What follows belongs to an exercise in optimizing a design on an open flow for small area and a short achievable clock period; a production flow would make more cautious choices. Only simulation tests tie the RTL to the original design; equivalence was not proved. Power is estimated from default activity; no workload was simulated.

==> inputs of v8 <==
==> flow/design.v (excerpt) <==
module alu_d #(parameter N = 32)
(
  input clk, rst,
  input [1:0] inp_valid,
  input mode,
  input [3:0] cmd,
  input ce, cin,
  input [N-1:0] opa, opb,
  output reg err, g, l, e,
  output oflow, cout,
  output [(2*N-1):0] res
);
Settings: LEC_CHECK=0, ABC_AREA=1, CAP_MARGIN=20, CORE_MARGIN=2, CORE_UTILIZATION=40, CTS_BUF_LIST=sky130_fd_sc_hd__clkbuf_8, CTS_CLUSTER_DIAMETER=60, CTS_CLUSTER_SIZE=10, PLACE_DENSITY=0.6, SLEW_MARGIN=20; clock period 11.0 ns.
standard.sh (not shown) runs the stock make flow with config.mk's settings and CLKGATE_MAP_FILE= SYNTH_SCRIPT=/design/flow/synth_recipe.tcl, a recipe that flattens the netlist after the stock synthesis.
==> flow/flow/run.sh <==
#!/bin/bash
# The standard layout, with the port buffers made of a plain buffer cell
# (buf_1) instead of the delay-cell buffers buffer_ports picks by default,
# and timing repair aimed at a larger setup slack.
set -o pipefail
export BUFFER_PORTS_ARGS="-buffer_cell sky130_fd_sc_hd__buf_1"
export SETUP_SLACK_MARGIN=6.3
bash standard.sh > standard.log 2>&1
==> inputs of v6, as changes to v8 <==
--- a/flow/design.v
+++ b/flow/design.v
@@ -97,27 +97,26 @@
   end endgenerate
   wire csel = m_cmp | sgn;
   wire usg = u_sadd | u_ssub;
   wire [N-1:0] ax = {opa[N-1] ^ usg, opa[N-2:0]};
   wire [N-1:0] bx = {opb[N-1] ^ usg, opb[N-2:0]};
   wire lt = ax < bx;
   wire eq = opa == opb;
-  reg [N-1:0] an_r;
-  wire [N-1:0] a_r = ~an_r;
+  reg [N-1:0] a_r;
   reg [N:0]   b_r;
-  reg [16:0]  dneg, donen, dtwon;
+  reg [16:0]  dneg, done, dtwo;
   reg c0_r, ena_r, seta_r, sxa_r;
   reg sel_lo, sel_hi, sel_t32, sel_mul, sel_ext, sel_cout, sel_subov, sel_sov;
   reg g_r, l_r, e_r, err_r;
   always @(posedge clk) begin
-    an_r <= ~(opa | {N{u_decb}});
+    a_r  <= opa | {N{u_decb}};
     b_r  <= b_next;
     dneg <= neg_next;
-    donen <= ~one_next;
-    dtwon <= ~two_next;
+    done <= one_next;
+    dtwo <= two_next;
     c0_r <= c0_next;
     ena_r  <= u_add | u_sub | u_adc | u_sbc | u_inca | u_deca | u_mul | u_sadd | u_ssub;
     seta_r <= u_decb;
     sxa_r  <= u_sadd | u_ssub;
     sel_lo  <= m_add | m_sub | m_adc | m_sbc | m_inca | m_deca | m_incb | m_decb | m_mul | m_mul1 | sgn
              | l_and | l_or | l_xor | inv_log | l_shrb | l_shlb | l_shla | l_rolok | l_ror;
     sel_hi  <= l_rolok | l_ror | l_shra;
@@ -131,18 +130,18 @@
     l_r <= csel & lt;
     e_r <= csel & eq;
     err_r <= (l_rol | l_ror) & rot_err;
   end
   wire [N:0] arow = {(a_r[N-1] & sxa_r) | seta_r, (a_r & {N{ena_r}}) | {N{seta_r}}};
   wire [32:0] pp [0:16];
   generate for (gi = 0; gi < 17; gi = gi + 1) begin : ppg
-    wire [33:0] ax2n = {1'b1, an_r, 1'b1};
+    wire [33:0] ax2 = {1'b0, a_r, 1'b0};
     genvar gj;
     for (gj = 0; gj < 33; gj = gj + 1) begin : ppb
-      assign pp[gi][gj] = ~((ax2n[gj+1] | donen[gi]) & (ax2n[gj] | dtwon[gi])) ^ dneg[gi];
+      assign pp[gi][gj] = ((ax2[gj+1] & done[gi]) | (ax2[gj] & dtwo[gi])) ^ dneg[gi];
     end
   end endgenerate
   wire s1;
   wire k2;
   wire s3;
   wire k4;
   wire s5;
==> flow/flow/run.sh (replaced) <==
#!/bin/bash
# The standard layout, with the port buffers made of a plain buffer cell
# (buf_2) instead of the delay-cell buffers buffer_ports picks by default,
# and timing repair aimed at a larger setup slack.
set -o pipefail
export BUFFER_PORTS_ARGS="-buffer_cell sky130_fd_sc_hd__buf_2"
export SETUP_SLACK_MARGIN=6
bash standard.sh > standard.log 2>&1
==> inputs of v17, as changes to v8 <==
--- a/flow/design.v
+++ b/flow/design.v
@@ -97,27 +97,26 @@
   end endgenerate
   wire csel = m_cmp | sgn;
   wire usg = u_sadd | u_ssub;
   wire [N-1:0] ax = {opa[N-1] ^ usg, opa[N-2:0]};
   wire [N-1:0] bx = {opb[N-1] ^ usg, opb[N-2:0]};
   wire lt = ax < bx;
   wire eq = opa == opb;
-  reg [N-1:0] an_r;
-  wire [N-1:0] a_r = ~an_r;
+  reg [N-1:0] a_r;
   reg [N:0]   b_r;
-  reg [16:0]  dneg, donen, dtwon;
+  reg [16:0]  dneg, done, dtwo;
   reg c0_r, ena_r, seta_r, sxa_r;
   reg sel_lo, sel_hi, sel_t32, sel_mul, sel_ext, sel_cout, sel_subov, sel_sov;
   reg g_r, l_r, e_r, err_r;
   always @(posedge clk) begin
-    an_r <= ~(opa | {N{u_decb}});
+    a_r  <= opa | {N{u_decb}};
     b_r  <= b_next;
     dneg <= neg_next;
-    donen <= ~one_next;
-    dtwon <= ~two_next;
+    done <= one_next;
+    dtwo <= two_next;
     c0_r <= c0_next;
     ena_r  <= u_add | u_sub | u_adc | u_sbc | u_inca | u_deca | u_mul | u_sadd | u_ssub;
     seta_r <= u_decb;
     sxa_r  <= u_sadd | u_ssub;
     sel_lo  <= m_add | m_sub | m_adc | m_sbc | m_inca | m_deca | m_incb | m_decb | m_mul | m_mul1 | sgn
              | l_and | l_or | l_xor | inv_log | l_shrb | l_shlb | l_shla | l_rolok | l_ror;
     sel_hi  <= l_rolok | l_ror | l_shra;
@@ -131,18 +130,18 @@
     l_r <= csel & lt;
     e_r <= csel & eq;
     err_r <= (l_rol | l_ror) & rot_err;
   end
   wire [N:0] arow = {(a_r[N-1] & sxa_r) | seta_r, (a_r & {N{ena_r}}) | {N{seta_r}}};
   wire [32:0] pp [0:16];
   generate for (gi = 0; gi < 17; gi = gi + 1) begin : ppg
-    wire [33:0] ax2n = {1'b1, an_r, 1'b1};
+    wire [33:0] ax2 = {1'b0, a_r, 1'b0};
     genvar gj;
     for (gj = 0; gj < 33; gj = gj + 1) begin : ppb
-      assign pp[gi][gj] = ~((ax2n[gj+1] | donen[gi]) & (ax2n[gj] | dtwon[gi])) ^ dneg[gi];
+      assign pp[gi][gj] = ((ax2[gj+1] & done[gi]) | (ax2[gj] & dtwo[gi])) ^ dneg[gi];
     end
   end endgenerate
   wire s1;
   wire k2;
   wire s3;
   wire k4;
   wire s5;
==> flow/flow/run.sh (replaced) <==
#!/bin/bash
# The standard layout, with the port buffers made of a plain buffer cell
# (buf_2) instead of the delay-cell buffers buffer_ports picks by default,
# and timing repair aimed at a larger setup slack.
set -o pipefail
export BUFFER_PORTS_ARGS="-buffer_cell sky130_fd_sc_hd__buf_2"
export SETUP_SLACK_MARGIN=6
bash standard.sh > standard.log 2>&1
CORE_UTILIZATION = 50   (was 40)
==> inputs of v39, as changes to v8 <==
==> flow/run.sh (new file) <==
#!/bin/bash
# synth_recipe.tcl (not shown) runs the flow's synth.tcl, then flattens the netlist and writes it again
# the make line also repeats each setting of config.mk as NAME=value (left out here)
make -C /OpenROAD-flow-scripts/flow DESIGN_CONFIG=/design/flow/config.mk WORK_HOME=/design/flow/orfs CLKGATE_MAP_FILE= SYNTH_SCRIPT=/design/flow/synth_recipe.tcl finish
SETUP_SLACK_MARGIN = 5   (was not set)
removed: flow/flow/run.sh
removed: flow/standard.sh
==> results.txt <==
|  | v17 | v6 | v39 | v8 |
|---|---|---|---|---|
| Result of the run | finished clean | finished clean | finished clean | finished clean |
| Post-DP Area | 0.0372 mm² | 0.0375 mm² | 0.0380 mm² | 0.0371 mm² |
| Cell area power density | 147 mW/mm² | 150 mW/mm² | 148 mW/mm² | 150 mW/mm² |
| Fill count | 6,905 | 8,995 | 8,982 | 8,850 |
| Worst flop-to-flop path endpoint | s_r[36]$_DFF_P_ | s_r[39]$_DFF_P_ | s_r[33]$_DFF_P_ | s_r[32]$_DFF_P_ |
| Count of inserted tapcells | 950 | 1,176 | 1,176 | 1,176 |
| Global-route wire length before repair | 210,000 µm | 211,000 µm | 214,000 µm | 215,000 µm |
| Setup repair after global routing missed its margin | yes | yes | no | yes |
| Max_slew headroom | 31.1% | 34.3% | 23.9% | 37.1% |
| Launching element of the worst setup path | s_r[51]$_DFF_P_ | s_r[27]$_DFF_P_ | s_r[35]$_DFF_P_ | s_r[29]$_DFF_P_ |
| Final core utilization | 54.3% | 43.2% | 43.1% | 44.6% |
| Syn_nets | 5,224 | 5,224 | 5,248 | 5,248 |
| Non-Filler Cell Area, Final | 0.0387 mm² | 0.0387 mm² | 0.0387 mm² | 0.0400 mm² |
| Count of non-filler cells in the finished layout | 5,436 | 5,640 | 5,583 | 5,640 |
| Global-route usage over all layers | 38.0% | 30.4% | 30.8% | 30.8% |
| Synth Cell Area | 0.0360 mm² | 0.0360 mm² | 0.0360 mm² | 0.0360 mm² |
| CP max stage cell | dfxtp_1 | dfxtp_1 | clkdlybuf4s50_1 | dfxtp_4 |
| Met3 Routed Length | 18,600 µm | 18,500 µm | 19,000 µm | 21,600 µm |
| Full die area | 0.0742 mm² | 0.0924 mm² | 0.0925 mm² | 0.0925 mm² |
| Met3 usage | 11.5% | 9.42% | 9.59% | 11.6% |

separate check: timing with driven ports:
Ports are ideal in the flow. The routed layouts listed here were re-timed in OpenROAD.
Step 1 assumes that a clkbuf_16 drives the clock port and a buf_2 every other input.
Step 2 times the ports against the registers' clock, not the clock port: input delays grow and output delays shrink by t, the midpoint of the rising clock arrivals with the driver on.
a / b / c = no drivers / after step 1 / after step 2; a / b = the first two.
run | t, ns | setup WS [ns] | worst setup path after step 2 | worst register clock-pin slew, ns | cell pins on the clock port's net
v8 | 0.684 | 6.301 / 6.237 / 5.878 | input to register | 0.07 / 0.07 | 1
v6 | 0.695 | 6.060 / 5.999 / 5.851 | input to register | 0.08 / 0.08 | 1
v17 | 0.690 | 6.030 / 5.961 / 5.793 | input to register | 0.07 / 0.07 | 1
v39 | 0.693 | 5.266 / 5.203 / 5.435 | register to register | 0.07 / 0.07 | 1
After both steps setup and hold are still met in every run listed. The setup slack of v8, which loses most, moves by -0.064 ns with the drivers and by -0.423 ns with both steps.
